Context: an optimization exercise on an open-source flow, tuned for small area and a short achievable clock period. The choices shown serve that exercise and are no tape-out recipe. Where RTL was checked, it was by simulation tests only, not by an equivalence proof against the original. Only the layout flow was run in runs 3 to 6; the RTL was not checked for function there.

==> flow/design.v <==
`timescale 1ns/1ps
module sra16 (
    input  wire [31:0] d,
    input  wire [3:0]  h,
    input  wire [3:0]  q,
    output wire [31:0] o
);
    wire [46:0] de = {{15{d[31]}}, d};
    wire [46:0] m;
    genvar k;
    generate
        for (k = 0; k < 44; k = k + 1) begin : lo
            assign m[k] = (h[0] & de[k]) | (h[1] & de[k+1]) | (h[2] & de[k+2]) | (h[3] & de[k+3]);
        end
        for (k = 44; k < 47; k = k + 1) begin : hi
            assign m[k] = d[31];
        end
        for (k = 0; k < 32; k = k + 1) begin : out
            assign o[k] = (q[0] & m[k]) | (q[1] & m[k+4]) | (q[2] & m[k+8]) | (q[3] & m[k+12]);
        end
    endgenerate
endmodule
module carries32 (
    input  wire [31:0] a,
    input  wire [31:0] b,
    output wire [31:0] c
);
    wire [31:0] g [0:6];
    wire [31:0] p [0:6];
    assign g[0] = a & b;
    assign p[0] = a ^ b;
    genvar l, k;
    generate
        for (l = 0; l < 5; l = l + 1) begin : ks
            for (k = 0; k < 32; k = k + 1) begin : bk
                if ((k & 1) && k >= (1 << l)) begin : n
                    assign g[l+1][k] = g[l][k] | (p[l][k] & g[l][k - (1 << l)]);
                    assign p[l+1][k] = p[l][k] & p[l][k - (1 << l)];
                end else begin : w
                    assign g[l+1][k] = g[l][k];
                    assign p[l+1][k] = p[l][k];
                end
            end
        end
        for (k = 0; k < 32; k = k + 1) begin : ev
            if (!(k & 1) && k >= 2) begin : n
                assign g[6][k] = g[5][k] | (p[5][k] & g[5][k-1]);
            end else begin : w
                assign g[6][k] = g[5][k];
            end
            assign p[6][k] = p[5][k];
        end
    endgenerate
    assign c = {g[6][30:0], 1'b0};
endmodule
module cordic_cos (
    input  wire        clk,
    input  wire        rst,
    input  wire [31:0] angle_in,
    output reg  [31:0] cos_out,
    output reg  [31:0] sin_out
);
    localparam [31:0] K = 32'h4DBA76D0;
    reg [4:0] c;
    wire load = c[4] & c[0];
    wire publ = c[4] & ~c[0];
    always @(posedge clk or posedge rst) begin
        if (rst)
            c <= 5'd17;
        else if (c[4])
            c <= c[0] ? 5'd0 : 5'd17;
        else
            c <= c + 5'd1;
    end
    reg [31:0] atan;
    always @(*) begin
        case (c[3:0])
            4'd0:  atan = 32'h3243F6A9;
            4'd1:  atan = 32'h1DAC6705;
            4'd2:  atan = 32'h0FADBAFC;
            4'd3:  atan = 32'h07F56EA6;
            4'd4:  atan = 32'h03FEAB76;
            4'd5:  atan = 32'h01FFD55B;
            4'd6:  atan = 32'h00FFFABA;
            4'd7:  atan = 32'h007FFFD5;
            4'd8:  atan = 32'h003FFFFF;
            4'd9:  atan = 32'h001FFFFF;
            4'd10: atan = 32'h000FFFFF;
            4'd11: atan = 32'h0007FFFF;
            4'd12: atan = 32'h0003FFFF;
            4'd13: atan = 32'h0001FFFF;
            4'd14: atan = 32'h0000FFFF;
            default: atan = 32'h00007FFF;
        endcase
    end
    wire [3:0] snext = (load | c[4]) ? 4'd0 : c[3:0] + 4'd1;
    wire [3:0] hn = 4'b0001 << snext[1:0];
    wire [3:0] qn = 4'b0001 << snext[3:2];
    reg  [3:0] hx, qx, hyn, qyn;
    always @(posedge clk) begin
        hx  <= hn;
        qx  <= qn;
        hyn <= ~hn;
        qyn <= ~qn;
    end
    reg [31:0] x, y, z;
    reg        zpos;
    wire [31:0] xs, ys;
    sra16 shx (.d(x), .h(hx), .q(qx), .o(xs));
    sra16 shy (.d(y), .h(~hyn), .q(~qyn), .o(ys));
    wire [31:0] sx = {32{zpos}};      
    wire [31:0] sy = {32{z[31]}};     
    wire [31:0] ax = x ^ sx, ay = y ^ sy, az = z ^ sx;
    wire [31:0] cx, cy;                          
    carries32 kx (.a(ax), .b(ys), .c(cx));
    carries32 ky (.a(ay), .b(xs), .c(cy));
    wire [31:0] cz;
    carries32 kz (.a(az), .b(atan), .c(cz));
    wire [31:0] xn = x ^ ys ^ cx;
    wire [31:0] yn = y ^ xs ^ cy;
    wire [31:0] zn = z ^ atan ^ cz;
    always @(posedge clk) begin
        if (load) begin
            zpos <= ~angle_in[31];
            x <= K;
            y <= 32'd0;
            z <= angle_in;
        end else begin
            x <= xn;
            y <= yn;
            zpos <= ~zn[31];
            z <= zn;
        end
    end
    always @(posedge clk or posedge rst) begin
        if (rst) begin
            cos_out <= 32'd0;
            sin_out <= 32'd0;
        end else if (publ) begin
            cos_out <= x;
            sin_out <= y;
        end
    end
endmodule
==> flow/flow/run.sh <==
#!/bin/bash
# The standard layout (standard.sh, with its config and SDC), with these changes:
# - synthesis runs ORFS's synth.tcl through flow/my_synth.tcl, which differs from
#   synth_recipe.tcl only in the ABC script: flow/abc_map.script (delay-driven
#   mapping) with the delay target in flow/abc_d.txt;
# - repair_timing aims for the setup margin in flow/margin.txt;
# - flow/make_args.txt: further ORFS variables, one per line (port buffer cell, ...).
# The clock period, SDC, reset and I/O constraints are the standard flow's own.
set -euo pipefail
W=$PWD
export MY_ABC_SCRIPT=$W/flow/abc_map.script
export MY_ABC_D=$(cat $W/flow/abc_d.txt)
M=$(cat $W/flow/margin.txt)
ARGS=()
while IFS= read -r line; do [ -n "$line" ] && ARGS+=("$line"); done < $W/flow/make_args.txt
bash $W/standard.sh SYNTH_SCRIPT=$W/flow/my_synth.tcl SETUP_SLACK_MARGIN=$M "${ARGS[@]}" \
  finish > $W/flow_standard.log 2>&1
==> flow/flow/abc_d.txt <==
2000
==> flow/flow/abc_map.script <==
strash
dch
map -B 0.9 {D}
topo
stime -c
buffer -c
upsize -c {D}
dnsize -c {D}
stime -c
==> flow/flow/make_args.txt <==
BUFFER_PORTS_ARGS=-buffer_cell sky130_fd_sc_hd__buf_1
CTS_ARGS=-sink_clustering_enable -repair_clock_nets -dont_use_dummy_load
==> flow/flow/margin.txt <==
6.6
==> flow/flow/my_synth.tcl <==
proc synth {args} { yosys synth -nofsm -noshare {*}$args }
proc abc {args} {
  set new {}
  set skip 0
  foreach a $args {
    if {$skip} { set skip 0; lappend new $::env(MY_ABC_SCRIPT); continue }
    if {$a eq "-script"} { set skip 1; lappend new $a; continue }
    lappend new $a
  }
  if {[info exists ::env(MY_ABC_D)]} {
    set i [lsearch $new -D]
    if {$i >= 0} { set new [lreplace $new $i [expr {$i+1}]] }
    lappend new -D $::env(MY_ABC_D)
  }
  puts "MY ABC: $new"
  yosys abc {*}$new
}
source $::env(SCRIPTS_DIR)/synth.tcl
# left out here: clear keep_hierarchy, flatten, clean up, hide names made inside functions, write 1_2_yosys.v
==> flow/standard.sh <==
#!/bin/bash
# synth_recipe.tcl (not shown) runs the flow's synth.tcl, then flattens the netlist and writes it again
# the make line also repeats each setting of config.mk as NAME=value (left out here)
make -C /OpenROAD-flow-scripts/flow DESIGN_CONFIG=/design/flow/config.mk WORK_HOME=/design/flow/orfs CLKGATE_MAP_FILE= SYNTH_SCRIPT=/design/flow/synth_recipe.tcl "${@:-finish}"
==> flow/config.mk <==
export PLATFORM = sky130hd
export DESIGN_NAME = cordic_cos
export DESIGN_NICKNAME = cordic_cos
export VERILOG_FILES = /design/flow/design.v
export SDC_FILE = /design/flow/constraint.sdc
export NUM_CORES = 4
export LEC_CHECK = 0
export CAP_MARGIN = 20
export CORE_MARGIN = 2
export CORE_UTILIZATION = 45
export SLEW_MARGIN = 20
==> flow/constraint.sdc <==
create_clock -name core_clock -period 10.0 [get_ports {clk}]
set_input_delay 2.0000 -clock core_clock [delete_from_list [all_inputs] [get_ports {clk}]]
set_output_delay 2.0000 -clock core_clock [all_outputs]
set_load 0.01 [all_outputs]
==> run summary, run 1 <==
Logic synthesis
When the netlist entered floorplanning its net count stood at 2176. The yosys synthesis warning count is 2. Among all flip-flop cells after synthesis, the most frequent one is sky130_fd_sc_hd__dfxtp_1. Sequential elements use 27.9% of the synthesized area. The mapped netlist covers 14300 µm². A synthesized cell averages between 6 and 7 µm². Ranked by total cell area, the synthesized netlist is headed by sky130_fd_sc_hd__dfxtp_1, sky130_fd_sc_hd__dfrtp_1, sky130_fd_sc_hd__xor2_1. The top cell type by area accounts for 15.8% of the synthesized area. In this run, distinct cell masters in the synthesized netlist total between 50 and 60. The number of flops mapped to enable cells by yosys is 0. The dominant cell type by area after synthesis is sky130_fd_sc_hd__dfxtp_1. After synthesis, the share of flip-flops with an asynchronous set or reset is 37.9%. The post-synthesis instance total is 2044. Counting flops and latches in the post-synthesis netlist gives ~180.

Global routing
The pin count of the biggest net entering global routing is between 100 and 150. The first global-routing pass estimated around 71 mm of wire. The via count of the first global-routing pass came to 12900. Summed over all layers, the global routing overflow is 0. Global routing used 27.4% of the available tracks across all layers. The initial antenna violation count was 0.

Timing
The final critical path time including I/O delays and setup is 3230 ps. The final count of negative-setup-slack endpoints is 0. The actual transition at the worst max-transition pin is 940 ps. The worst setup margin is between 6000 and 7000 ps.

The final critical-path share of the clock period is 32.3%. The final worst clock skew is 25.0 ps. The normalized max-slew margin is 37.3%.

Adding up every negative setup slack in the final design gives 0 ps. The final-report max-slew violation count is 0. The number of hold-slack violations in the final timing report was 0.

The highest achievable clock rate is 309 MHz. Setup repair after global routing could not meet its margin everywhere.

Placement
At the end of routability-driven placement, the weighted congestion stood at 0.920. Prior to clock tree synthesis, the placed netlist has a worst setup slack of 6130 ps. The detailed placer's ending HPWL is 34.9 mm.

The count of buffers added on input and output ports is between 90 and 100.

Layout
0 antenna diodes ended up in the layout. The layout net count is between 2000 and 2500. The share of layout cells above drive strength 1 is a little under a tenth. Relative to the synthesized area, the layout overhead comes to 10.4%. The filler cell count in the final layout is 3187.

Die
The width of the chip is between 150 and 200 µm. The number of ports placed on the die boundary is 98. For this configuration, the core starts out at a cell density of 45.6%. The standard-cell row count is 65. The total die area is 33200 µm². The die height is 182 µm. The core area is around 31000 µm².

Run
The number of max-cap violations is 0.

Worst setup path
The largest individual stage delay along the critical path comes from the cell sky130_fd_sc_hd__dfstp_2. In this design, the largest share of critical-path delay is due to simple AND/OR/NAND/NOR gates. The cell that appears most often on the critical path is sky130_fd_sc_hd__nand2_1. The kind of critical path is reg -> reg. The worst setup slack for register-to-register paths is between 6000 and 7000 ps. The startpoint identified for the worst register-to-register timing path is c[0]. At the worst endpoint, the required time is 10350 ps. The arrival time reported for the critical path endpoint is 3580 ps. The critical path goes through clkinvlp_4, ha_2, nand2_1, a21oi_2, inv_1, ha_1, nand2_1, nor2_1, a21boi_4, o21ai_4, nand2_1, nand4_1, buf_4, nand2_1, nand2_1, nand3_1, nand2_1, inv_1. In this run the critical register-to-register path is captured at zpos. Along the worst path, the maximum fanout reaches 5. In this design, the stage delay of the slowest critical-path cell is about 600 ps. The worst register-to-register path has a depth of 18. STA classifies the critical path startpoint as a register.

The worst setup path is captured at a register. Together, buffers and inverters on the worst path number 4.

Clocking
Clock-pin slew was measured on the worst setup and hold paths at 60 ps. The clock passes through at most 2 buffers. TritonCTS built the clock tree. The TritonCTS buffer count is 17. The clock tree root buffer cell is sky130_fd_sc_hd__clkbuf_16.

The later-pin clock latency in the skew report is 470 ps. The number of sinks on the clock net is 182. The level count of the clock H-tree is 4.

Routing
In the final routed layout, each cell accounts on average for ~18 µm. Using the TritonRoute via totals, the vias-per-cell ratio works out to ~5.6. The total number of vias is 14100. The pre-antenna-repair detailed-routing pass consisted of 5 iterations. The number of design rule violations left after detail routing is 0.

The total wirelength of the detailed-routed design is 46.1 mm. In this run the remaining antenna-violating nets after routing total 0. In this run, the number of DRC markers left after iteration 0 of detailed routing was between 1000 and 1500.

Min path
The launch point of the worst hold path is sin_out[28]. The type of the worst min-delay path is reg -> reg. For hold timing, the worst endpoint is sin_out[28]. The number of cells on the worst hold path is 2.

Status
The run finished with no timing, DRC or antenna violations.
-- metal layers --
layer | up-vias | track usage, % | wire, µm
met5 | - | 0 | 0
met1 | 6528 | 36.0 | 20400
met2 | 486 | 44.8 | 21100
met4 | 0 | 10.8 | 1480
met3 | 90 | 4.83 | 3080
li1 | 6950 | - | -
-- synthesized netlist by cell type (4+ instances only) --
cell type and instances:
sky130_fd_sc_hd__nand2_2 19, sky130_fd_sc_hd__or2_2 5, sky130_fd_sc_hd__inv_2 6, sky130_fd_sc_hd__clkbuf_1 49
sky130_fd_sc_hd__inv_1 224, sky130_fd_sc_hd__o21a_1 10, sky130_fd_sc_hd__o211ai_1 13, sky130_fd_sc_hd__nand3_1 51
sky130_fd_sc_hd__a21oi_1 178, sky130_fd_sc_hd__buf_2 17, sky130_fd_sc_hd__o21ai_0 160, sky130_fd_sc_hd__buf_1 8
sky130_fd_sc_hd__a22oi_1 8, sky130_fd_sc_hd__nand2_1 380, sky130_fd_sc_hd__xor2_1 186, sky130_fd_sc_hd__or2_1 4
sky130_fd_sc_hd__a21o_1 10, sky130_fd_sc_hd__a221oi_1 5, sky130_fd_sc_hd__nor2_1 192, sky130_fd_sc_hd__dfrtp_1 67
sky130_fd_sc_hd__buf_4 7, sky130_fd_sc_hd__o22ai_1 93, sky130_fd_sc_hd__dfxtp_1 113, sky130_fd_sc_hd__xnor2_1 25
sky130_fd_sc_hd__ha_1 98, sky130_fd_sc_hd__o21ai_1 24, sky130_fd_sc_hd__a31oi_1 7, sky130_fd_sc_hd__and3_1 5
sky130_fd_sc_hd__o221ai_1 24, sky130_fd_sc_hd__nor3_1 16
-- repair_timing --
| item | in CTS | in global routing |
|---|---|---|
| setup endpoints to repair | 47 | 51 |
| resized for setup | 25 | 95 |
| buffers inserted | 6 | 17 |
| hold buffers | 0 | 0 |
| pin swaps | 0 | 7 |
| gates cloned | 0 | 3 |
-- cell families after synthesis --
kind of cell,after synthesis,synth area share (%)
buffers and inverters,317,8.79
flip-flops,182,27.9
AO/OA/AOI/OAI,552,22.4
AND/OR/NAND/NOR,684,19.5
XOR/XNOR,211,12.9
adder cells (fa/ha/maj),98,8.57
-- metrics by stage --
step | hold WS (ps) | cells | util [%] | instance area, µm²
6_report | 480 | 2509 | 50.3 | 15800
5_1_grt | 506 | 2509 | 50.3 | 15800
4_1_cts | 486 | 2489 | 49.1 | 15400
3_5_place_dp | 471 | 2466 | 47.3 | 14900
3_3_place_gp | 463 | 2466 | 47.3 | 14900
2_1_floorplan | 465 | 2044 | - | 14300
-- worst register-to-register path: stages, from the launching register on --
cell and delay, ps:
sky130_fd_sc_hd__dfstp_2 600, sky130_fd_sc_hd__clkinvlp_4 150, sky130_fd_sc_hd__ha_2 410, sky130_fd_sc_hd__nand2_1 100, sky130_fd_sc_hd__a21oi_2 190, sky130_fd_sc_hd__inv_1 60
sky130_fd_sc_hd__ha_1 290, sky130_fd_sc_hd__nand2_1 150, sky130_fd_sc_hd__nor2_1 240, sky130_fd_sc_hd__a21boi_4 110, sky130_fd_sc_hd__o21ai_4 200, sky130_fd_sc_hd__nand2_1 70
sky130_fd_sc_hd__nand4_1 70, sky130_fd_sc_hd__buf_4 150, sky130_fd_sc_hd__nand2_1 60, sky130_fd_sc_hd__nand2_1 70, sky130_fd_sc_hd__nand3_1 70, sky130_fd_sc_hd__nand2_1 110
sky130_fd_sc_hd__inv_1 40
-- layout make-up --
class | instances | area (µm²) | share of cell area [%]
clock buffers | 17 | 425 | 2.69
multi-input cells | 1545 | 9260 | 58.6
inverters | 234 | 932 | 5.90
repair inverters | 3 | 22.5 | 0.143
flip-flops and latches | 182 | 4030 | 25.5
repair buffers | 126 | 623 | 3.94
well taps | 402 | 503 | 3.18
-- worst max path at each step --
| stage | cells past startpoint | endpoint | start |
|---|---|---|---|
| 5_1_grt | 16 | zpos | c[0] |
| 3_3_place_gp | 16 | x[25] | hyn[0] |
| 4_1_cts | 17 | y[25] | hx[3] |
| 3_5_place_dp | 16 | x[25] | hyn[0] |
| 6_report | 18 | zpos | c[0] |
| 2_1_floorplan | 17 | z[27] | c[0] |
-- registers in the layout (all words and copies together), names as in the netlist --
signal / flops
c: 5
cos_out: 32
hx: 4
hyn: 4
qx: 4
qyn: 4
sin_out: 32
x: 32
y: 32
z: 32
zpos: 1
-- placed cells by master, fill, tap and decap left out, drive strengths merged, types with 3 or more instances in the layout --
| master | instances |
|---|---|
| clkbuf | 21 |
| a211oi | 3 |
| nor3 | 16 |
| inv | 222 |
| or2 | 10 |
| xnor2 | 25 |
| buf | 122 |
| a21o | 10 |
| a21boi | 3 |
| a21oi | 180 |
| and3 | 5 |
| o22ai | 93 |
| o21ai | 186 |
| dfxtp | 113 |
| nand3 | 54 |
| clkinvlp | 12 |
| nor2 | 195 |
| clkinv | 3 |
| o21a | 10 |
| o221ai | 24 |
| nand2 | 400 |
| ha | 98 |
| dfrtp | 67 |
| o211ai | 14 |
| a221oi | 6 |
| a22oi | 8 |
| a31oi | 7 |
| xor2 | 186 |
==> run 2, diff against run 1 <==
--- a/flow/config.mk
+++ b/flow/config.mk
@@ -7,5 +7,5 @@
 export LEC_CHECK = 0
-export CAP_MARGIN = 20
+export CAP_MARGIN = 5
 export CORE_MARGIN = 2
-export CORE_UTILIZATION = 45
-export SLEW_MARGIN = 20
+export CORE_UTILIZATION = 40
+export SLEW_MARGIN = 5
==> run 2 against run 1 <==
Compared with the run above: still clean; sequential share of layout area decreased by 0.33 points; synthesized cell count unchanged; design area increased by 1.3%; routed wire length increased by 0.55%; first-iteration DRC count increased by 4.4%; global-route usage decreased by 2.8 points; clock skew decreased by 3.9 ps; critical path type unchanged.
==> run summary, run 2 <==
Logic synthesis
The number of register bits inferred by synthesis is 182 (unchanged). The number of flops mapped to enable cells by yosys is 0 (unchanged). Sorting the synthesized cells by area gives the leading types as sky130_fd_sc_hd__dfxtp_1, sky130_fd_sc_hd__dfrtp_1, sky130_fd_sc_hd__xor2_1. The area share of the largest cell type after synthesis is 15.8% (unchanged). The fraction of synthesis flops using an asynchronous set or reset pin was 37.9% (unchanged). The number of nets in the synthesized netlist came to 2176 (unchanged). The mean post-synth cell area is 7.00 µm² (unchanged). The post-synthesis instance total is 2044 (unchanged). The mapped cell area is 14300 µm² (unchanged). In the post-synthesis netlist, the cell with the most instances is sky130_fd_sc_hd__nand2_1. Counting instances in the post-synthesis netlist gives the leading cell types as sky130_fd_sc_hd__nand2_1, sky130_fd_sc_hd__inv_1, sky130_fd_sc_hd__nor2_1, sky130_fd_sc_hd__xor2_1, sky130_fd_sc_hd__a21oi_1.

The part of the Yosys area used for sequential elements is 27.9% (unchanged). For this run, the leading register cell type out of synthesis is sky130_fd_sc_hd__dfxtp_1. The number of library cell types mapped by synthesis is 54 (unchanged). The biggest area contributor in the post-synthesis netlist is sky130_fd_sc_hd__dfxtp_1. The yosys synthesis warning count was 2 (unchanged).

Die
The total die area is 37300 µm² (+12%). The core area is 35400 µm² (+13%). The width of the chip is 193 µm (+5.9%).

The initial core utilization is 40.4% (-5.2 points). The standard-cell row count is 69 (+6.2%). The number of ports placed on the die boundary is 98 (unchanged). The die height is 193 µm (+5.9%).

Timing
The final count of negative-setup-slack endpoints was 0 (unchanged). Setup repair after global routing could not meet its margin everywhere. The final worst clock skew came to 21.1 ps (-3.93 ps). The actual transition at the worst max-transition pin was 1040 ps (+99.3 ps). The worst hold-check slack came to 479 ps (-0.404 ps).

The number of hold-slack violations in the final timing report came to 0 (unchanged). The highest achievable clock rate is 307 MHz (-0.94%). The final critical path time including I/O delays and setup is 3260 ps (+30.5 ps). The final-report max-slew violation count is 0 (unchanged). The final critical-path share of the clock period is 32.6% (+0.31 points). The final-layout setup total negative slack is 0 ps (unchanged).

The normalized max-slew margin is 30.7% (-6.6 points).

Layout
The multi-input combinational cell area is 9320 µm² (+0.66%). The area of all sequential standard cells came to 4030 µm² (about the same). Leaving out fill and tap cells, the most frequent cell in the layout is sky130_fd_sc_hd__nand2_1. The top cell types in the final layout, fill and taps aside, are sky130_fd_sc_hd__nand2_1, sky130_fd_sc_hd__inv_1, sky130_fd_sc_hd__xor2_1, sky130_fd_sc_hd__a21oi_1, sky130_fd_sc_hd__nor2_1. The layout net count is 2253 (+0.54%). The count of antenna diodes in the layout came to 0 (unchanged). The filler cell count in the final layout is 3672 (+15%).

The final cell utilization of the core is 45.2% (-5.1 points). Relative to the synthesized area, the layout overhead comes to 11.8%. The share of layout cells above drive strength 1 is 9.63% (+0.42 points).

Worst setup path
The standard cell with the maximum stage delay on the critical path is sky130_fd_sc_hd__a221oi_4. The worst setup path is captured at a register. The launching element type of the critical path is a register. Walking the worst path, the cells encountered are inv_1, o22ai_1, a221oi_4, o211ai_1, buf_4, ha_1, a21oi_1, inv_1, a31oi_1, inv_1, a21oi_1, nor2_1, a211oi_1, nand2_1, nand2_1, nand3_1, nand2_1, nor2_1.

The highest cell delay on the worst timing path is 420 ps (-180 ps). The kind of critical path is reg -> reg. The arrival time reported for the critical path endpoint is 3610 ps (+30 ps).

The sum of buffers and inverters on the critical path came to 4 (unchanged). Among cell families on the critical path, the largest total delay comes from compound AO/OA/AOI/OAI gates. The largest fanout of any net on the critical path is 6 (+1). The critical path required time was 10350 ps (about the same).

Placement
The number of buffer cells added on primary ports came to 97 (unchanged). The detailed placer's ending HPWL is 35.0 mm (about the same). The weighted congestion at the end of routability-driven global placement is 0.951 (+3.3%).

Clocking
The number of sinks on the clock net came to 182 (unchanged). The later-pin clock latency in the skew report was 450 ps (-20 ps). The level count of the clock H-tree is 4 (unchanged). The clock transition at the register clock pins on the worst setup and hold paths after CTS is 70 ps (about the same). The number of buffers between clock root and the deepest sink came to 2 (unchanged). The TritonCTS buffer count is 17 (unchanged). The clock tree root buffer cell is sky130_fd_sc_hd__clkbuf_16. TritonCTS built the clock tree.

Routing
The number of design rule violations left after detail routing is 0 (unchanged). The violation count after the first detailed-route iteration was 1306 (+4.4%). The count of TritonRoute iterations in the first routing pass is 5 (unchanged).

The average wire length per cell after detail routing is 17.9 µm (-2.2%). The total wirelength of the detailed-routed design was 46.3 mm (+0.55%). The count of antenna-violating nets left after detailed routing is 0 (unchanged). The total number of vias came to 14000 (-0.28%). The via density per instance is 5.43 (-3.0%).

Status
The run finished with no timing, DRC or antenna violations.

Global routing
The remaining global-route overflow is 0 (unchanged). The total routing usage reported by global routing is 24.6% (-2.8 points). The pin count of the biggest net entering global routing is 103 (-5.5%). The first-pass GRT wire length is 71.1 mm (+0.72%). The initial antenna violation count came to 0 (unchanged).

The via count of the first global-routing pass is 13100 (+1.9%).

Run
The number of max-cap violations came to 0 (unchanged).

Min path
The tightest min-delay check is of the reg -> reg type.
[run 2: cell count changes in the layout (fill, tap and decap cells not counted), sizes merged]
cell,before,now
clkbuf,21,18
clkinv,3,4
buf,122,137
clkinvlp,12,11
[run 2: cells by family (layout without fill, tap and decap cells)]
group,Yosys count,count (layout),synth area share [%]
AO/OA/AOI/OAI,552,552,22.4
AND/OR/NAND/NOR,684,684,19.5
buffers and inverters,317,392,8.79
XOR/XNOR,211,211,12.9
adder cells (fa/ha/maj),98,98,8.57
flip-flops,182,182,27.9
[run 2: layout make-up]
cell class / count / area share (%)
flip-flops and latches: 182 / 25.2
repair inverters: 3 / 0.141
clock buffers: 17 / 2.66
inverters: 234 / 5.88
well taps: 461 / 3.61
repair buffers: 138 / 4.27
multi-input cells: 1545 / 58.3
[run 2: routing by layer]
layer,vias to the layer above,wire length [µm],global-route usage [%]
met5,-,0,0
met4,0,1530,9.73
met3,80,2340,2.82
met2,485,21600,41.0
met1,6472,20900,32.6
li1,6977,-,-
[run 2: per-stage QoR]
| stage | area [µm²] | worst slack (ps) | instances |
|---|---|---|---|
| after floorplan | 14300 | 7060 | 2044 |
| after global placement | 14900 | 6110 | 2525 |
| after detailed placement | 14900 | 6120 | 2525 |
| after CTS | 15500 | 6510 | 2547 |
| after global routing | 16000 | 6560 | 2580 |
| final | 16000 | 6740 | 2580 |
[run 2: repair_timing]
action	in CTS	in global routing
pin swaps	0	15
gates cloned	0	3
resized for setup	27	97
buffers inserted	5	30
endpoints found under the setup margin	56	59
hold endpoints to repair	0	0
hold buffers	0	0
[run 2: path summary, 6_finish.rpt]
path / startpoint / to / slack (ps) / cells past startpoint
max: x[23] / y[25] / 6740 / 18
min: sin_out[28] / sin_out[28] / 480 / 2
max reg2reg: x[23] / y[25] / 6740 / 18
min reg2reg: sin_out[28] / sin_out[28] / 480 / 2
max in group asynchronous: rst / c[3] / 7470 / 3
min in group asynchronous: rst / cos_out[14] / 1820 / 3
[run 2: tightest hold or removal path, delay by kind of cell (launching register included)]
| family | cells | cell delay (ps) |
|---|---|---|
| flops | 1 | 340 |
| simple gates | 1 | 50 |
| compound gates | 1 | 50 |
==> run 3, diff against run 2 <==
--- a/flow/design.v
+++ b/flow/design.v
@@ -63,3 +63,4 @@
     localparam [31:0] K = 32'h4DBA76D0;
-    reg [4:0] c;
+    reg  [4:0] cr;
+    wire [4:0] c = cr ^ 5'd17;
     wire load = c[4] & c[0];
@@ -68,7 +69,7 @@
         if (rst)
-            c <= 5'd17;
+            cr <= 5'd0;
         else if (c[4])
-            c <= c[0] ? 5'd0 : 5'd17;
+            cr <= c[0] ? 5'd17 : 5'd0;
         else
-            c <= c + 5'd1;
+            cr <= (c + 5'd1) ^ 5'd17;
     end
==> flow/flow/margin.txt (replaced) <==
6.5
--- a/flow/config.mk
+++ b/flow/config.mk
@@ -7,5 +7,5 @@
 export LEC_CHECK = 0
-export CAP_MARGIN = 5
+export CAP_MARGIN = 20
 export CORE_MARGIN = 2
 export CORE_UTILIZATION = 40
-export SLEW_MARGIN = 5
+export SLEW_MARGIN = 20
==> run 3 against run 2 <==
Compared with the run above: routed wire length increased by 1.1%; synthesized cell count increased by 1.7%; still clean; sequential share of layout area decreased by 0.15 points.
==> run summary, run 3 <==
Status
The run finished with no timing, DRC or antenna violations.

Die
The die height came to 195 µm (+1.0%). The core area was 36300 µm² (+2.4%). The total die area is 38100 µm² (+2.1%). The number of ports placed on the die boundary was 98 (unchanged). The standard-cell row count is 70 (+1.4%). The initial core utilization is 40.3% (-0.12 points). The width of the chip came to 195 µm (+1.0%).

Logic synthesis
The most frequent cell after synthesis is sky130_fd_sc_hd__nand2_1. The number of flops mapped to enable cells by yosys is 0 (unchanged). In the post-synthesis netlist, the biggest area contributors are sky130_fd_sc_hd__dfxtp_1, sky130_fd_sc_hd__dfrtp_1, sky130_fd_sc_hd__xor2_1. The part of the Yosys area used for sequential elements is 27.3% (-0.60 points). The yosys synthesis warning count is 2 (unchanged). Summed over all instances, the cell type with the most area after synthesis is sky130_fd_sc_hd__dfxtp_1.

The commonest cells after synthesis are sky130_fd_sc_hd__nand2_1, sky130_fd_sc_hd__inv_1, sky130_fd_sc_hd__xor2_1, sky130_fd_sc_hd__a21oi_1, sky130_fd_sc_hd__nor2_1. The number of register bits inferred by synthesis is 182 (unchanged). The area share of the largest cell type after synthesis is 15.5% (-0.33 points). The number of library cell types mapped by synthesis is 55 (+1.9%). The fraction of synthesis flops using an asynchronous set or reset pin is 37.9% (unchanged). The post-synthesis instance total is 2079 (+1.7%).

The mapped cell area is 14600 µm² (+2.1%). The prevailing post-synth register cell is sky130_fd_sc_hd__dfxtp_1. The number of nets in the synthesized netlist came to 2211 (+1.6%).

The mean post-synth cell area is 7.03 µm² (+0.42%).

Timing
Setup repair after global routing could not meet its margin everywhere. The final count of negative-setup-slack endpoints was 0 (unchanged). The highest achievable clock rate is 301 MHz (-1.7%). The actual transition at the worst max-transition pin is 1120 ps (+84.8 ps). The final critical path time including I/O delays and setup is 3320 ps (+56.9 ps). The final critical-path share of the clock period is 33.2% (+0.57 points). The final-layout setup total negative slack is 0 ps (unchanged). The normalized max-slew margin was 25.1% (-5.7 points).

The final worst clock skew was 28.3 ps (+7.24 ps). The final-report max-slew violation count was 0 (unchanged). The number of hold-slack violations in the final timing report is 0 (unchanged).

Worst setup path
The largest fanout of any net on the critical path is 30 (+24). The nature of the critical path endpoint is a register. The worst setup path is of the reg -> reg kind. The most numerous cell type found on the critical path is sky130_fd_sc_hd__nand2_1. The critical path required time came to 10340 ps (about the same).

The launching element type of the critical path is a register. The worst setup slack for register-to-register paths is 6680 ps (-60 ps). The arrival time reported for the critical path endpoint is 3660 ps (+50 ps).

The sum of buffers and inverters on the critical path came to 5 (+1). The kind of cell with the highest combined delay along the critical path is compound AO/OA/AOI/OAI gates. The endpoint identified for the worst register-to-register timing path is y[25]. The highest cell delay on the worst timing path is 300 ps (-120 ps). The depth of the most critical reg-to-reg path came to 21 (+3). The standard cell with the maximum stage delay on the critical path is sky130_fd_sc_hd__ha_1. The signal on the critical path passes through buf_4, nand2_1, nand2_1, a221oi_2, inv_1, nand2_1, o211ai_1, buf_4, ha_1, a21oi_1, inv_1, a31oi_1, inv_1, a21oi_1, nor2_1, a211oi_1, nand2_1, nand2_1, nand3_1, nand2_1, nor2_1.

In this run the critical register-to-register path is launched from hx[3].

Min path
The path with the worst hold slack has its endpoint at cos_out[31]. The launch point of the worst hold path is cos_out[31]. The number of cells on the worst hold path is 2 (unchanged). The tightest min-delay check is of the reg -> reg type.

Clocking
TritonCTS built the clock tree. The clock tree root buffer cell is sky130_fd_sc_hd__clkbuf_16. The number of sinks on the clock net is 182 (unchanged). The clock transition at the register clock pins on the worst setup and hold paths after CTS is 60 ps (about the same). The number of buffers between clock root and the deepest sink is 2 (unchanged).

The hold buffer count at cts is 0 (unchanged). The level count of the clock H-tree is 4 (unchanged). The TritonCTS buffer count was 17 (unchanged).

The later-pin clock latency in the skew report is 460 ps (about the same).

Layout
The most common cell after layout, fill and taps aside is sky130_fd_sc_hd__nand2_1. The layout net count is 2263 (+0.44%). The top cell types in the final layout, fill and taps aside, are sky130_fd_sc_hd__nand2_1, sky130_fd_sc_hd__inv_1, sky130_fd_sc_hd__xor2_1, sky130_fd_sc_hd__a21oi_1. Compared with the post-synthesis result, the final layout area differs by 10.1%.

The share of layout cells above drive strength 1 came to 8.55% (-1.1 points). The count of antenna diodes in the layout is 0 (unchanged). The non-filler instance count after layout is 2597 (+0.66%).

Global routing
The via count of the first global-routing pass is 13400 (+2.3%). The first-pass GRT wire length is 73.7 mm (+3.8%). The remaining global-route overflow is 0 (unchanged).

The pin count of the biggest net entering global routing is 71 (-31%). The total routing usage reported by global routing is 24.4% (-0.22 points). The initial antenna violation count is 0 (unchanged).

Routing
The number of design rule violations left after detail routing is 0 (unchanged). The via density per instance is 5.48 (+0.86%). The total number of vias is 14200 (+1.5%). The count of antenna-violating nets left after detailed routing was 0 (unchanged). The total wirelength of the detailed-routed design is 46.8 mm (+1.1%). The violation count after the first detailed-route iteration is 1112 (-15%). The average wire length per cell after detail routing came to 18.0 µm (+0.44%). The count of TritonRoute iterations in the first routing pass is 6 (+1).

Placement
The number of buffer cells added on primary ports is 97 (unchanged). The detailed placer's ending HPWL came to 35.6 mm (+1.9%). The weighted congestion at the end of routability-driven global placement is 0.947 (-0.37%). The number of placed instances with taps included is 2564 (+1.5%).

Run
The number of max-cap violations is 0 (unchanged).
-- run 3: worst min-delay path, stage by stage (launching register included) --
cell and delay (ps):
sky130_fd_sc_hd__dfrtp_1 340, sky130_fd_sc_hd__nand2_1 50, sky130_fd_sc_hd__o21ai_0 50
-- run 3: repair_timing --
action / in CTS / in global routing
gates cloned: 0 / 1
buffers inserted: 0 / 14
resized for setup: 17 / 81
hold endpoints to repair: 0 / 0
pin swaps: 0 / 5
endpoints found under the setup margin: 53 / 53
-- run 3: per-layer routing --
metal	GRT usage, %	wire length, µm
met5	0	0
met1	34.5	22200
met3	3.16	2630
met4	7.29	1110
met2	38.8	20900
-- run 3: metrics by stage --
stage | area, µm² | setup slack [ps] | hold WS [ps] | util, %
after floorplan | 14600 | 7120 | 465 | -
after global placement | 15200 | 6130 | 465 | 41.9
after detailed placement | 15200 | 6050 | 472 | 41.9
after CTS | 15700 | 6510 | 486 | 43.2
after global routing | 16100 | 6460 | 503 | 44.4
final | 16100 | 6680 | 476 | 44.4
-- run 3: logic make-up after synthesis --
| kind of cell | share of synthesized area (%) |
|---|---|
| simple gates | 20.5 |
| fa+ha+maj | 8.39 |
| buf+inv | 9.35 |
| flops | 27.3 |
| compound gates | 21.9 |
| xor+xnor | 12.5 |
-- run 3: layout make-up --
type                            instances  area [µm²]
Fill cell                            3766       20200
Tap cell                              468         586
Sequential cell                       182        4030
Timing Repair Buffer                  120         567
Timing Repair inverter                  1        7.51
Clock buffer                           17         425
Multi-Input combinational cell       1563        9500
Inverter                              246         973
-- run 3: how the worst max path moves through the flow --
stage,startpoint,cells after the start,slack [ps],to
final,hx[3],21,6680,y[25]
after global routing,cr[0],20,6460,zpos
after CTS,qyn[1],14,6510,x[29]
after detailed placement,hyn[0],16,6050,x[27]
after global placement,hyn[0],18,6130,x[27]
after floorplan,cr[0],17,7120,z[23]
==> run 4, diff against run 3 <==
--- a/flow/design.v
+++ b/flow/design.v
@@ -63,4 +63,3 @@
     localparam [31:0] K = 32'h4DBA76D0;
-    reg  [4:0] cr;
-    wire [4:0] c = cr ^ 5'd17;
+    reg [4:0] c;
     wire load = c[4] & c[0];
@@ -69,7 +68,7 @@
         if (rst)
-            cr <= 5'd0;
+            c <= 5'd17;
         else if (c[4])
-            cr <= c[0] ? 5'd17 : 5'd0;
+            c <= c[0] ? 5'd0 : 5'd17;
         else
-            cr <= (c + 5'd1) ^ 5'd17;
+            c <= c + 5'd1;
     end
@@ -99,8 +98,7 @@
     wire [3:0] qn = 4'b0001 << snext[3:2];
-    reg  [3:0] hx, qx, hyn, qyn;
+    reg  [3:0] hx, qs, hyn;
     always @(posedge clk) begin
         hx  <= hn;
-        qx  <= qn;
+        qs  <= qn;
         hyn <= ~hn;
-        qyn <= ~qn;
     end
@@ -109,4 +107,4 @@
     wire [31:0] xs, ys;
-    sra16 shx (.d(x), .h(hx), .q(qx), .o(xs));
-    sra16 shy (.d(y), .h(~hyn), .q(~qyn), .o(ys));
+    sra16 shx (.d(x), .h(hx), .q(qs), .o(xs));
+    sra16 shy (.d(y), .h(~hyn), .q(qs), .o(ys));
     wire [31:0] sx = {32{zpos}};      
==> flow/flow/margin.txt (replaced) <==
6.6
==> run 4 against run 3 <==
Compared with the run above: critical path depth decreased by 5; worst hold slack improved by 4.5 ps; clock-buffer cell count unchanged; largest cell class unchanged; still clean; routed wire length decreased by 2.4%; design area decreased by 1.1%; critical endpoint is now x[31]; synthesized cell count decreased by 1.7%; non-clock buffer count increased by 11; final cell count decreased by 0.96%; via count decreased by 1.0%; core utilization increased by 0.69 points.
==> run summary, run 4 <==
Layout
The synthesis-to-layout area growth is 11.7%. The non-filler instance count after layout is 2572 (-0.96%). The layout net count is 2244 (-0.84%). The share of layout cells above drive strength 1 is 9.38% (+0.84 points). The library cell used most frequently in the layout, excluding fill and tap cells, is sky130_fd_sc_hd__nand2_1. In the layout the commonest cells are sky130_fd_sc_hd__nand2_1, sky130_fd_sc_hd__inv_1, sky130_fd_sc_hd__xor2_1, sky130_fd_sc_hd__a21oi_1, sky130_fd_sc_hd__nor2_1.

Worst setup path
STA classifies the critical path startpoint as a register. The worst setup path is captured at a register. The arrival time reported for the critical path endpoint is 3680 ps (+20 ps). Tracing the worst setup path back leads to its startpoint at hyn[2]. The largest fanout of any net on the critical path is 20 (-33%). The critical path is of the reg -> reg type. The startpoint identified for the worst register-to-register timing path is hyn[2]. The critical path required time came to 10380 ps (+40 ps).

Timing
Setup repair after global routing could not meet its margin everywhere. The final-layout setup total negative slack is 0 ps (unchanged). The final critical-path share of the clock period is 33.0% (-0.18 points). The highest achievable clock rate is 303 MHz (+0.54%).

The final critical path time including I/O delays and setup was 3300 ps (-17.9 ps). The final worst clock skew came to 27.3 ps (-1.07 ps). The worst hold-check slack came to 481 ps (+4.45 ps). The number of hold-slack violations in the final timing report is 0 (unchanged).

The normalized max-slew margin is 38.7% (+14 points). The final count of negative-setup-slack endpoints is 0 (unchanged). The final-report max-slew violation count is 0 (unchanged). The actual transition at the worst max-transition pin was 920 ps (-204 ps).

Global routing
The pin count of the biggest net entering global routing came to 102 (+44%). The remaining global-route overflow is 0 (unchanged). The initial antenna violation count is 0 (unchanged). The total routing usage reported by global routing is 24.5% (+0.13 points). The first-pass GRT wire length is 70.9 mm (-3.9%). The via count of the first global-routing pass is 13200 (-2.1%).

Logic synthesis
The commonest cells after synthesis are sky130_fd_sc_hd__nand2_1, sky130_fd_sc_hd__inv_1, sky130_fd_sc_hd__xor2_1, sky130_fd_sc_hd__a21oi_1, sky130_fd_sc_hd__nor2_1. The fraction of synthesis flops using an asynchronous set or reset pin is 38.8% (+0.85 points). The area share of the largest cell type after synthesis is 15.3% (-0.17 points).

The mean post-synth cell area was 6.97 µm² (-0.83%). Yosys instantiated no cell more often than sky130_fd_sc_hd__nand2_1. The part of the Yosys area used for sequential elements is 27.5% (+0.16 points). The prevailing post-synth register cell is sky130_fd_sc_hd__dfxtp_1. The number of library cell types mapped by synthesis is 53 (-3.6%). The mapped cell area is 14200 µm² (-2.5%). The largest total area in the synthesized netlist belongs to sky130_fd_sc_hd__dfxtp_1.

The yosys synthesis warning count was 2 (unchanged). The number of register bits inferred by synthesis is 178 (-2.2%). The post-synthesis instance total is 2044 (-1.7%). The number of flops mapped to enable cells by yosys is 0 (unchanged). The number of nets in the synthesized netlist came to 2176 (-1.6%). Ranked by total cell area, the synthesized netlist is headed by sky130_fd_sc_hd__dfxtp_1, sky130_fd_sc_hd__dfrtp_1, sky130_fd_sc_hd__xor2_1.

Routing
The total wirelength of the detailed-routed design is 45.7 mm (-2.4%). The average wire length per cell after detail routing is 17.8 µm (-1.4%). The count of antenna-violating nets left after detailed routing was 0 (unchanged). The number of design rule violations left after detail routing is 0 (unchanged).

The count of TritonRoute iterations in the first routing pass came to 6 (unchanged). The violation count after the first detailed-route iteration is 1346 (+21%). The total number of vias is 14100 (-1.0%). The via density per instance was 5.48 (about the same).

Clocking
The TritonCTS buffer count was 17 (unchanged). The number of sinks on the clock net came to 178 (-2.2%). The later-pin clock latency in the skew report was 460 ps (about the same).

The clock transition at the register clock pins on the worst setup and hold paths after CTS is 70 ps (about the same). The level count of the clock H-tree is 4 (unchanged). The number of buffers between clock root and the deepest sink is 2 (unchanged).

The TritonCTS clock tree is built. The clock tree root buffer cell is sky130_fd_sc_hd__clkbuf_16.

Placement
The detailed placer's ending HPWL is 34.4 mm (-3.4%). The number of buffer cells added on primary ports came to 97 (unchanged). The number of placed instances with taps included is 2526 (-1.5%).

The weighted congestion at the end of routability-driven global placement is 0.961 (+1.5%).

Status
The flow ran to the end and the layout has no timing, DRC or antenna violations.

Die
The width of the chip is 193 µm (-1.2%). The die height is 193 µm (-1.2%). The number of ports placed on the die boundary is 98 (unchanged). The core area is 35300 µm² (-2.6%). The initial core utilization came to 40.3% (+0.049 points). The standard-cell row count is 69 (-1.4%). The total die area is 37100 µm² (-2.4%).

Min path
The launch point of the worst hold path is sin_out[7]. The type of the worst min-delay path is reg -> reg.

Run
The number of max-cap violations is 0 (unchanged).
==> run 4: changes by cell type after synthesis, sizes merged, moves of 6 or more <==
cell    previous run  this run
nand2            444       419
o22ai             60        81
a221oi            18         8
buf               41        33
inv              242       236
==> run 4: path summary, 6_finish.rpt <==
| path | slack (ps) | end | depth (start not counted) |
|---|---|---|---|
| worst min-delay path | 480 | sin_out[7] | 2 |
| min in group asynchronous | 1800 | cos_out[19] | 3 |
| worst max-delay path | 6700 | x[31] | 16 |
| max in group asynchronous | 7470 | c[1] | 3 |
| worst max register to register | 6700 | x[31] | 16 |
| worst min register to register | 480 | sin_out[7] | 2 |
==> run 4: final cells by class <==
type / instances / area (µm²)
fill: 3664 / 19400
clock buffer: 17 / 425
timing repair inverter: 1 / 7.51
inverter: 237 / 951
antenna: 1 / 2.50
tap: 461 / 577
sequential: 178 / 3950
multi-input combinational: 1546 / 9360
timing repair buffer: 131 / 634
==> run 4: repair_timing <==
item | CTS | global route
resized for setup | 32 | 102
pin swaps | 0 | 12
endpoints found under the setup margin | 64 | 61
endpoints found under the hold margin | 0 | 0
hold buffers | 0 | 0
cloned | 1 | 0
setup buffers | 8 | 19
==> run 4: kinds of logic (layout without fill, tap and decap cells) <==
kind of cell / after synthesis / count (layout) / share of synthesized area (%)
xor+xnor: 210 / 210 / 12.9
fa+ha+maj: 98 / 98 / 8.61
buf+inv: 320 / 386 / 9.00
mux: 1 / 1 / 0.0790
flops: 178 / 178 / 27.5
other cells: 0 / 1 / 0
compound gates: 544 / 544 / 22.1
simple gates: 693 / 693 / 19.8
==> run 4: metal layers <==
layer	GRT usage [%]	vias up	share of wire [%]
met1	31.3	6541	45
li1	-	6935	-
met5	0	-	0
met3	3.82	123	5.3
met2	40.9	486	46
met4	10.5	0	4.0
==> run 4: through the flow <==
stage	util [%]	instance area, µm²	setup slack [ps]
2_1_floorplan	-	14300	7060
3_3_place_gp	42.1	14900	5950
3_5_place_dp	42.1	14900	5940
4_1_cts	43.7	15400	6610
5_1_grt	45.1	15900	6520
6_report	45.1	15900	6700
==> run 4: critical path, stage by stage (launching register included) <==
cell and delay [ps]:
sky130_fd_sc_hd__dfxtp_4 460, sky130_fd_sc_hd__inv_4 150, sky130_fd_sc_hd__a221oi_1 650, sky130_fd_sc_hd__o221ai_1 350, sky130_fd_sc_hd__ha_1 390, sky130_fd_sc_hd__nand2_1 80
sky130_fd_sc_hd__nor2_1 140, sky130_fd_sc_hd__inv_1 100, sky130_fd_sc_hd__o21ai_2 200, sky130_fd_sc_hd__nand3_1 90, sky130_fd_sc_hd__o311ai_0 110, sky130_fd_sc_hd__a21oi_1 70
sky130_fd_sc_hd__nand2_1 130, sky130_fd_sc_hd__nand2_1 80, sky130_fd_sc_hd__nand3_1 70, sky130_fd_sc_hd__nand2_1 50, sky130_fd_sc_hd__nor2_1 110
==> run 5, diff against run 4 <==
--- a/flow/design.v
+++ b/flow/design.v
@@ -55,2 +55,27 @@
 endmodule
+module carries32s (
+    input  wire [31:0] a,
+    input  wire [31:0] b,
+    output wire [31:0] c
+);
+    wire [31:0] g [0:5];
+    wire [31:0] p [0:5];
+    assign g[0] = a & b;
+    assign p[0] = a ^ b;
+    genvar l, k;
+    generate
+        for (l = 0; l < 5; l = l + 1) begin : sk
+            for (k = 0; k < 32; k = k + 1) begin : bk
+                if ((k >> l) & 1) begin : n
+                    assign g[l+1][k] = g[l][k] | (p[l][k] & g[l][((k >> l) << l) - 1]);
+                    assign p[l+1][k] = p[l][k] & p[l][((k >> l) << l) - 1];
+                end else begin : w
+                    assign g[l+1][k] = g[l][k];
+                    assign p[l+1][k] = p[l][k];
+                end
+            end
+        end
+    endgenerate
+    assign c = {g[5][30:0], 1'b0};
+endmodule
 module cordic_cos (
@@ -98,7 +123,8 @@
     wire [3:0] qn = 4'b0001 << snext[3:2];
-    reg  [3:0] hx, qs, hyn;
+    reg  [3:0] hx, qx, hyn, qyn;
     always @(posedge clk) begin
         hx  <= hn;
-        qs  <= qn;
+        qx  <= qn;
         hyn <= ~hn;
+        qyn <= ~qn;
     end
@@ -107,4 +133,4 @@
     wire [31:0] xs, ys;
-    sra16 shx (.d(x), .h(hx), .q(qs), .o(xs));
-    sra16 shy (.d(y), .h(~hyn), .q(qs), .o(ys));
+    sra16 shx (.d(x), .h(hx), .q(qx), .o(xs));
+    sra16 shy (.d(y), .h(~hyn), .q(~qyn), .o(ys));
     wire [31:0] sx = {32{zpos}};      
@@ -113,4 +139,4 @@
     wire [31:0] cx, cy;                          
-    carries32 kx (.a(ax), .b(ys), .c(cx));
-    carries32 ky (.a(ay), .b(xs), .c(cy));
+    carries32s kx (.a(ax), .b(ys), .c(cx));
+    carries32s ky (.a(ay), .b(xs), .c(cy));
     wire [31:0] cz;
==> flow/flow/margin.txt (replaced) <==
6.5
==> run 5 against run 4 <==
Compared with the run above: flip-flop and latch count up 4; register-to-register slack got worse by 90 ps; worst hold slack is essentially flat; design area increased by 2.5%; via count down 0.59%; clock skew fell by 5.5 ps; setup slack got worse by 87 ps; first-iteration DRC count is 27% lower; final cell count is 1.3% higher; critical path depth down 1; critical path type unchanged; highest routed layer unchanged.
==> run summary, run 5 <==
Logic synthesis
The mapped cell area is 14400 µm² (+0.90%). The number of library cell types mapped by synthesis is 50 (-5.7%). The most frequent cell after synthesis is sky130_fd_sc_hd__nand2_1. The number of register bits inferred by synthesis came to 182 (+2.2%). The largest total area in the synthesized netlist belongs to sky130_fd_sc_hd__dfxtp_1. The post-synthesis instance total is 2066 (+1.1%). By area the synthesized netlist is led by sky130_fd_sc_hd__dfxtp_1, sky130_fd_sc_hd__dfrtp_1, sky130_fd_sc_hd__xor2_1.

By count the netlist is led by sky130_fd_sc_hd__nand2_1, sky130_fd_sc_hd__inv_1, sky130_fd_sc_hd__nor2_1, sky130_fd_sc_hd__xor2_1, sky130_fd_sc_hd__a21oi_1. The area share of the largest cell type after synthesis was 15.7% (+0.42 points). The yosys synthesis warning count was 3 (+1). In the synthesized netlist the dominant register cell turns out to be sky130_fd_sc_hd__dfxtp_1. The part of the Yosys area used for sequential elements came to 27.8% (+0.31 points). The fraction of synthesis flops using an asynchronous set or reset pin is 37.9% (-0.85 points).

The number of flops mapped to enable cells by yosys is 0 (unchanged). The number of nets in the synthesized netlist is 2197 (+0.97%). The mean post-synth cell area is 6.96 µm² (-0.18%).

Worst setup path
The start of the worst register-to-register path is hyn[1]. The arrival time reported for the critical path endpoint is 3680 ps (about the same). The endpoint identified for the worst register-to-register timing path is x[24]. The kind of critical path is reg -> reg.

The beginning of the critical path is hyn[1]. Traced cell by cell, the critical path runs through clkbuf_8, o22ai_1, a221oi_2, o211ai_1, ha_1, a21o_1, a21oi_1, nor2_1, a311oi_4, buf_4, nand2_2, nand2_2, nand2_1, nand2_1, nand3_1. The launching element type of the critical path is a register. The critical path required time is 10300 ps (-80 ps). The largest fanout of any net on the critical path was 15 (-25%).

The nature of the critical path endpoint is a register. The critical path endpoint is x[24]. The slowest stage of the critical path is the sky130_fd_sc_hd__dfxtp_4 cell. The worst setup slack for register-to-register paths is 6610 ps (-90 ps). The highest cell delay on the worst timing path is 450 ps (-200 ps). The depth of the most critical reg-to-reg path is 15 (-1).

Routing
The number of design rule violations left after detail routing is 0 (unchanged). The total number of vias is 14000 (-0.59%). The count of TritonRoute iterations in the first routing pass is 6 (unchanged). The count of antenna-violating nets left after detailed routing is 0 (unchanged). The via density per instance is 5.38 (-1.8%). The average wire length per cell after detail routing is 17.1 µm (-3.7%). The total wirelength of the detailed-routed design is 44.6 mm (-2.5%). The violation count after the first detailed-route iteration is 986 (-27%).

Timing
Setup repair after global routing could not meet its margin everywhere. The highest achievable clock rate is 295 MHz (-2.6%). The final-layout setup total negative slack came to 0 ps (unchanged).

The normalized max-slew margin was 33.4% (-5.3 points). The worst setup margin was 6610 ps (-86.6 ps). The final critical-path share of the clock period was 33.9% (+0.87 points). The worst hold-check slack came to 480 ps (-0.194 ps).

The actual transition at the worst max-transition pin is 997 ps (+77.6 ps). The number of hold-slack violations in the final timing report is 0 (unchanged). The final count of negative-setup-slack endpoints is 0 (unchanged).

The final worst clock skew is 21.8 ps (-5.47 ps). The final critical path time including I/O delays and setup was 3390 ps (+86.6 ps). The final-report max-slew violation count is 0 (unchanged).

Run
The number of max-cap violations is 0 (unchanged).

Global routing
The total routing usage reported by global routing is 23.1% (-1.4 points). The via count of the first global-routing pass is 13000 (-1.4%). The first-pass GRT wire length was 69.9 mm (-1.4%). The initial antenna violation count is 0 (unchanged). The pin count of the biggest net entering global routing is 130 (+27%). The remaining global-route overflow came to 0 (unchanged).

Clocking
The number of sinks on the clock net was 182 (+2.2%). The clock transition at the register clock pins on the worst setup and hold paths after CTS is 70 ps (about the same). The hold buffer count at cts came to 0 (unchanged). The TritonCTS buffer count is 17 (unchanged). The clock tree root buffer cell is sky130_fd_sc_hd__clkbuf_16. TritonCTS built the clock tree. The level count of the clock H-tree is 4 (unchanged). The number of buffers between clock root and the deepest sink is 2 (unchanged).

The later-pin clock latency in the skew report is 460 ps (about the same).

Die
The number of ports placed on the die boundary is 98 (unchanged). The total die area is 37500 µm² (+0.87%). The core area is 35500 µm² (+0.49%). The width of the chip was 194 µm (+0.44%).

The standard-cell row count is 69 (unchanged). The die height was 194 µm (+0.44%). The initial core utilization is 40.5% (+0.16 points).

Min path
The type of the worst min-delay path is reg -> reg. The launch point of the worst hold path is sin_out[5].

Layout
Leaving out fill and tap cells, the most frequent cells in the layout are sky130_fd_sc_hd__nand2_1, sky130_fd_sc_hd__inv_1, sky130_fd_sc_hd__xor2_1, sky130_fd_sc_hd__nor2_1, sky130_fd_sc_hd__a21oi_1. The filler cell count in the final layout was 3605 (-1.6%). The synthesis-to-layout area growth is 13.4%. The most common cell after layout, fill and taps aside is sky130_fd_sc_hd__nand2_1. The non-filler instance count after layout was 2605 (+1.3%). The finished layout cell area is 16300 µm² (+2.5%).

The count of antenna diodes in the layout is 0 (-1). The share of layout cells above drive strength 1 is 10.9% (+1.5 points). The layout net count is 2277 (+1.5%).

Placement
The instance area after placement came to 15000 µm² (+1.1%). The detailed placer's ending HPWL is 32.6 mm (-5.1%). The number of buffer cells added on primary ports is 97 (unchanged). The post-place setup slack is 5760 ps (-186 ps). The number of placed instances with taps included is 2548 (+0.87%). The weighted congestion at the end of routability-driven global placement is 0.948 (-1.3%).

Status
The flow ran to the end and the layout has no timing, DRC or antenna violations.
[run 5: cell count changes after synthesis, sizes merged, moves of 13 or more]
cell   delta
o21ai    -36
nor2     +13
nand3    +26
inv      +24
a21oi    -29
[run 5: cell type report]
type | count | area, µm² | share of cell area, %
multi-input combinational | 1540 | 9450 | 58.0
sequential | 182 | 4040 | 24.8
inverter | 264 | 1040 | 6.41
timing repair buffer | 138 | 748 | 4.59
tap | 461 | 577 | 3.54
clock buffer | 17 | 425 | 2.61
timing repair inverter | 3 | 18.8 | 0.115
[run 5: worst min path at each step]
stage	slack, ps	depth (start not counted)	end
5_1_grt	500	2	sin_out[23]
3_3_place_gp	470	2	sin_out[6]
4_1_cts	490	2	sin_out[22]
6_report	480	2	sin_out[5]
3_5_place_dp	470	2	sin_out[5]
2_1_floorplan	470	1	x[0]
[run 5: timing repair]
item                                    4_1_cts  5_1_grt
setup buffers                                 8       28
endpoints found under the setup margin       63       51
pin swaps                                     1       11
cloned                                        1        3
hold endpoints to repair                      0        0
resized for setup                            40      114
[run 5: metrics by stage]
stage / util (%)
after floorplan: -
after global placement: 42.3
after detailed placement: 42.4
after CTS: 44.2
after global routing: 45.9
final: 45.9
[run 5: metal layers]
metal | wire (µm) | part of all wire (%) | vias to the layer above | track usage, %
li1 | - | - | 6984 | -
met1 | 21700 | 49 | 6500 | 32.9
met2 | 19100 | 43 | 443 | 35.5
met3 | 2650 | 5.9 | 75 | 4.18
met4 | 1140 | 2.6 | 0 | 7.04
met5 | 0 | 0 | - | 0
[run 5: worst max-delay path: cells and delay by family (launching register included)]
kind | cells | cell delay (ps)
AOI/OAI and AO/OA | 6 | 1480
adders and majority gates | 1 | 380
buffers and inverters | 2 | 390
DFF | 1 | 450
and+or+nand+nor | 6 | 520
[run 5: cell families (layout without fill, tap and decap cells)]
kind of cell / count (synthesis) / after routing / synth area share (%)
xor+xnor: 208 / 208 / 12.7
buf+inv: 345 / 422 / 9.30
fa+ha+maj: 97 / 97 / 8.44
simple gates: 734 / 735 / 21.2
compound gates: 500 / 500 / 20.6
flops: 182 / 182 / 27.8
==> run 6, diff against run 5 <==
--- a/flow/design.v
+++ b/flow/design.v
@@ -55,3 +55,3 @@
 endmodule
-module carries32s (
+module carries32bk (
     input  wire [31:0] a,
@@ -60,16 +60,16 @@
 );
-    wire [31:0] g [0:5];
-    wire [31:0] p [0:5];
+    wire [31:0] g [0:9];
+    wire [31:0] t [0:9];
     assign g[0] = a & b;
-    assign p[0] = a ^ b;
+    assign t[0] = a ^ b;
     genvar l, k;
     generate
-        for (l = 0; l < 5; l = l + 1) begin : sk
+        for (l = 0; l < 5; l = l + 1) begin : up
             for (k = 0; k < 32; k = k + 1) begin : bk
-                if ((k >> l) & 1) begin : n
-                    assign g[l+1][k] = g[l][k] | (p[l][k] & g[l][((k >> l) << l) - 1]);
-                    assign p[l+1][k] = p[l][k] & p[l][((k >> l) << l) - 1];
+                if ((k % (2 << l)) == (2 << l) - 1) begin : n
+                    assign g[l+1][k] = g[l][k] | (t[l][k] & g[l][k - (1 << l)]);
+                    assign t[l+1][k] = t[l][k] & t[l][k - (1 << l)];
                 end else begin : w
                     assign g[l+1][k] = g[l][k];
-                    assign p[l+1][k] = p[l][k];
+                    assign t[l+1][k] = t[l][k];
                 end
@@ -77,4 +77,14 @@
         end
+        for (l = 3; l >= 0; l = l - 1) begin : dn
+            for (k = 0; k < 32; k = k + 1) begin : bk
+                if (k >= (3 << l) - 1 && (k % (2 << l)) == (1 << l) - 1) begin : n
+                    assign g[9-l][k] = g[8-l][k] | (t[8-l][k] & g[8-l][k - (1 << l)]);
+                end else begin : w
+                    assign g[9-l][k] = g[8-l][k];
+                end
+                assign t[9-l][k] = t[8-l][k];
+            end
+        end
     endgenerate
-    assign c = {g[5][30:0], 1'b0};
+    assign c = {g[9][30:0], 1'b0};
 endmodule
@@ -139,6 +149,6 @@
     wire [31:0] cx, cy;                          
-    carries32s kx (.a(ax), .b(ys), .c(cx));
-    carries32s ky (.a(ay), .b(xs), .c(cy));
+    carries32 kx (.a(ax), .b(ys), .c(cx));
+    carries32 ky (.a(ay), .b(xs), .c(cy));
     wire [31:0] cz;
-    carries32 kz (.a(az), .b(atan), .c(cz));
+    carries32bk kz (.a(az), .b(atan), .c(cz));
     wire [31:0] xn = x ^ ys ^ cx;
==> flow/flow/margin.txt (replaced) <==
6.6
==> run 6 against run 5 <==
Compared with the run above: design area decreased by 2.9%; die area decreased by 2.3%; maximum frequency increased by 3.2%; sequential share of layout area increased by 0.66 points; critical endpoint is now y[26]; largest cell class unchanged.
==> run summary, run 6 <==
Logic synthesis
Ranked by total cell area, the synthesized netlist is headed by sky130_fd_sc_hd__dfxtp_1, sky130_fd_sc_hd__dfrtp_1, sky130_fd_sc_hd__xor2_1. The mapped cell area is 14000 µm² (-2.3%). The number of register bits inferred by synthesis came to 182 (unchanged). The mean post-synth cell area was 7.16 µm² (+2.9%). The fraction of synthesis flops using an asynchronous set or reset pin is 37.9% (unchanged). The number of library cell types mapped by synthesis was 48 (-4.0%). The prevailing post-synth register cell is sky130_fd_sc_hd__dfxtp_1.

The area share of the largest cell type after synthesis is 16.1% (+0.37 points). The number of nets in the synthesized netlist was 2093 (-4.7%).

Global routing
The total routing usage reported by global routing came to 24.2% (+1.1 points). The via count of the first global-routing pass is 12300 (-5.1%). The initial antenna violation count is 0 (unchanged).

The first-pass GRT wire length came to 68.3 mm (-2.3%). The remaining global-route overflow is 0 (unchanged).

Worst setup path
The critical path required time is 10370 ps (+70 ps). The depth of the most critical reg-to-reg path is 18 (+3). The nature of the critical path endpoint is a register.

The worst setup path is launched from a register.

Status
The run finished with no timing, DRC or antenna violations.

Routing
The total number of vias was 13800 (-1.3%). The number of design rule violations left after detail routing was 0 (unchanged). The count of antenna-violating nets left after detailed routing came to 0 (unchanged).

The average wire length per cell after detail routing was 18.3 µm (+7.0%).

Die
The standard-cell row count is 68 (-1.4%). The number of ports placed on the die boundary came to 98 (unchanged). The die height was 191 µm (-1.1%). The total die area is 36600 µm² (-2.3%). The initial core utilization came to 40.7% (+0.14 points).

Timing
The actual transition at the worst max-transition pin is 1070 ps (+76.0 ps). The final count of negative-setup-slack endpoints was 0 (unchanged). Setup repair after global routing could not meet its margin everywhere. The final-layout setup total negative slack was 0 ps (unchanged).

The final critical-path share of the clock period is 32.8% (-1.0 points).

Clocking
The cell sitting at the root of the clock tree is a sky130_fd_sc_hd__clkbuf_16. The number of sinks on the clock net is 182 (unchanged). The later-pin clock latency in the skew report came to 450 ps (about the same).

The TritonCTS buffer count is 17 (unchanged). The hold buffer count at cts is 0 (unchanged). The TritonCTS clock tree is built.

Placement
The weighted congestion at the end of routability-driven global placement is 0.965 (+1.8%).

Layout
The final cell utilization of the core came to 45.8% (-0.10 points). The share of layout cells above drive strength 1 is 10.6% (-0.33 points). The filler cell count in the final layout is 3593 (-0.33%). Leaving out fill and tap cells, the most frequent cells in the layout are sky130_fd_sc_hd__nand2_1, sky130_fd_sc_hd__xor2_1, sky130_fd_sc_hd__inv_1, sky130_fd_sc_hd__a21oi_1, sky130_fd_sc_hd__o21ai_0. The count of antenna diodes in the layout is 0 (unchanged).

Min path
In this run the worst hold path is classified as reg -> reg. The number of cells on the worst hold path is 2 (unchanged).

Run
The number of max-cap violations is 0 (unchanged).
## run 6: cell types whose count changed in the layout (fill, tap and decap cells not counted), moves of 9 or more
cell,previous run,this run
sky130_fd_sc_hd__nand2_1,393,343
sky130_fd_sc_hd__inv_1,228,183
sky130_fd_sc_hd__a21oi_1,139,172
sky130_fd_sc_hd__nand3_1,78,46
sky130_fd_sc_hd__o21ai_0,128,157
sky130_fd_sc_hd__nor2_1,170,144
sky130_fd_sc_hd__o211ai_1,25,10
sky130_fd_sc_hd__o21ai_1,11,25
sky130_fd_sc_hd__or2_2,15,4
sky130_fd_sc_hd__a21o_1,14,4
sky130_fd_sc_hd__o221ai_2,3,13
sky130_fd_sc_hd__o21a_1,1,10
## run 6: repair_timing
action,4_1_cts,5_1_grt
pin swaps,0,13
setup buffers,6,27
resized for setup,38,105
setup endpoints to repair,57,52
gates cloned,2,3
## run 6: cells by family (layout without fill, tap and decap cells)
kind of cell | after synthesis | after routing | share of synthesized area, %
buffers and inverters | 296 | 375 | 8.24
xor gates and xnor gates | 212 | 212 | 13.2
adders and majority gates | 98 | 98 | 8.73
AOI/OAI and AO/OA | 545 | 545 | 22.4
DFF | 182 | 182 | 28.4
muxes | 1 | 1 | 0.0802
and+or+nand+nor | 627 | 627 | 18.9
## run 6: layer usage
metal | global-route usage (%) | up-vias | routed length (µm) | share of wire [%]
met5 | 0 | - | 0 | 0
met3 | 6.63 | 91 | 4090 | 9.0
li1 | - | 6762 | - | -
met2 | 37.7 | 545 | 19900 | 44
met4 | 9.26 | 0 | 1700 | 3.7
met1 | 31.8 | 6423 | 20000 | 44
## run 6: per-stage QoR
| step | worst slack [ps] | cells | hold WS, ps | instance area [µm²] |
|---|---|---|---|---|
| 2_1_floorplan | 6870 | 1961 | 463 | 14000 |
| 3_3_place_gp | 6050 | 2440 | 465 | 14700 |
| 3_5_place_dp | 6040 | 2440 | 471 | 14700 |
| 4_1_cts | 6540 | 2465 | 487 | 15300 |
| 5_1_grt | 6550 | 2495 | 497 | 15800 |
| 6_report | 6720 | 2495 | 481 | 15800 |
## run 6: cell type report
type / instances / area (µm²) / share of cell area [%]
clock buffer: 17 / 425 / 2.69
sequential: 182 / 4030 / 25.4
timing repair buffer: 137 / 676 / 4.27
inverter: 216 / 872 / 5.51
tap: 455 / 569 / 3.59
multi-input combinational: 1483 / 9230 / 58.3
timing repair inverter: 5 / 37.5 / 0.237
## run 6: critical path: stages, from the launching register on
cell and delay [ps]:
sky130_fd_sc_hd__dfxtp_2 470, sky130_fd_sc_hd__clkinvlp_4 160, sky130_fd_sc_hd__buf_4 180, sky130_fd_sc_hd__o22ai_1 130, sky130_fd_sc_hd__a21oi_1 60, sky130_fd_sc_hd__o21ai_1 200
sky130_fd_sc_hd__inv_1 130, sky130_fd_sc_hd__o221ai_1 330, sky130_fd_sc_hd__ha_1 320, sky130_fd_sc_hd__nand2_1 120, sky130_fd_sc_hd__inv_1 50, sky130_fd_sc_hd__a21oi_1 200
sky130_fd_sc_hd__o21ai_0 100, sky130_fd_sc_hd__inv_1 70, sky130_fd_sc_hd__o21ai_0 70, sky130_fd_sc_hd__a21oi_1 120, sky130_fd_sc_hd__nand2_1 140, sky130_fd_sc_hd__or2_1 230
sky130_fd_sc_hd__a21oi_1 120
## run 6: path summary, 6_finish.rpt
kind,start,end,slack (ps)
setup / recovery,hx[1],y[26],6720
hold / removal,cos_out[20],cos_out[20],480
setup reg to reg,hx[1],y[26],6720
hold reg to reg,cos_out[20],cos_out[20],480
max in group asynchronous,rst,c[2],7490
min in group asynchronous,rst,cos_out[14],1840

## afterwards: timing with drivers on the ports
In the flow no input, the clock included, has a driving cell. The finished layouts below were timed again as built, in two steps.
Step 1, drivers: a clkbuf_16 drives clk and a buf_2 each remaining input, both assumed.
Step 2, shift: input delay + t, output delay - t, t = (earliest + latest rising clock arrival at the registers) / 2. This alone moves slack from input paths to output paths.
Three values: ideal, step 1, step 2; two values: the first two.
| run | shift t [ns] | slack for setup (ns) | worst hold slack (ns) | worst setup path at the end | worst data-port slew with drivers (ns) |
|---|---|---|---|---|---|
| run 1 | 0.506 | 6.768 / 6.768 / 6.768 | 0.480 / 0.480 / 0.480 | register to register | 0.04 |
| run 2 | 0.490 | 6.738 / 6.738 / 6.738 | 0.479 / 0.479 / 0.479 | register to register | 0.04 |
| run 3 | 0.506 | 6.681 / 6.681 / 6.681 | 0.476 / 0.476 / 0.476 | register to register | 0.03 |
| run 4 | 0.503 | 6.699 / 6.699 / 6.699 | 0.481 / 0.481 / 0.481 | register to register | 0.04 |
| run 5 | 0.498 | 6.612 / 6.612 / 6.612 | 0.480 / 0.480 / 0.480 | register to register | 0.04 |
| run 6 | 0.494 | 6.716 / 6.716 / 6.716 | 0.481 / 0.481 / 0.481 | register to register | 0.04 |
After both steps every run listed still meets setup and hold.
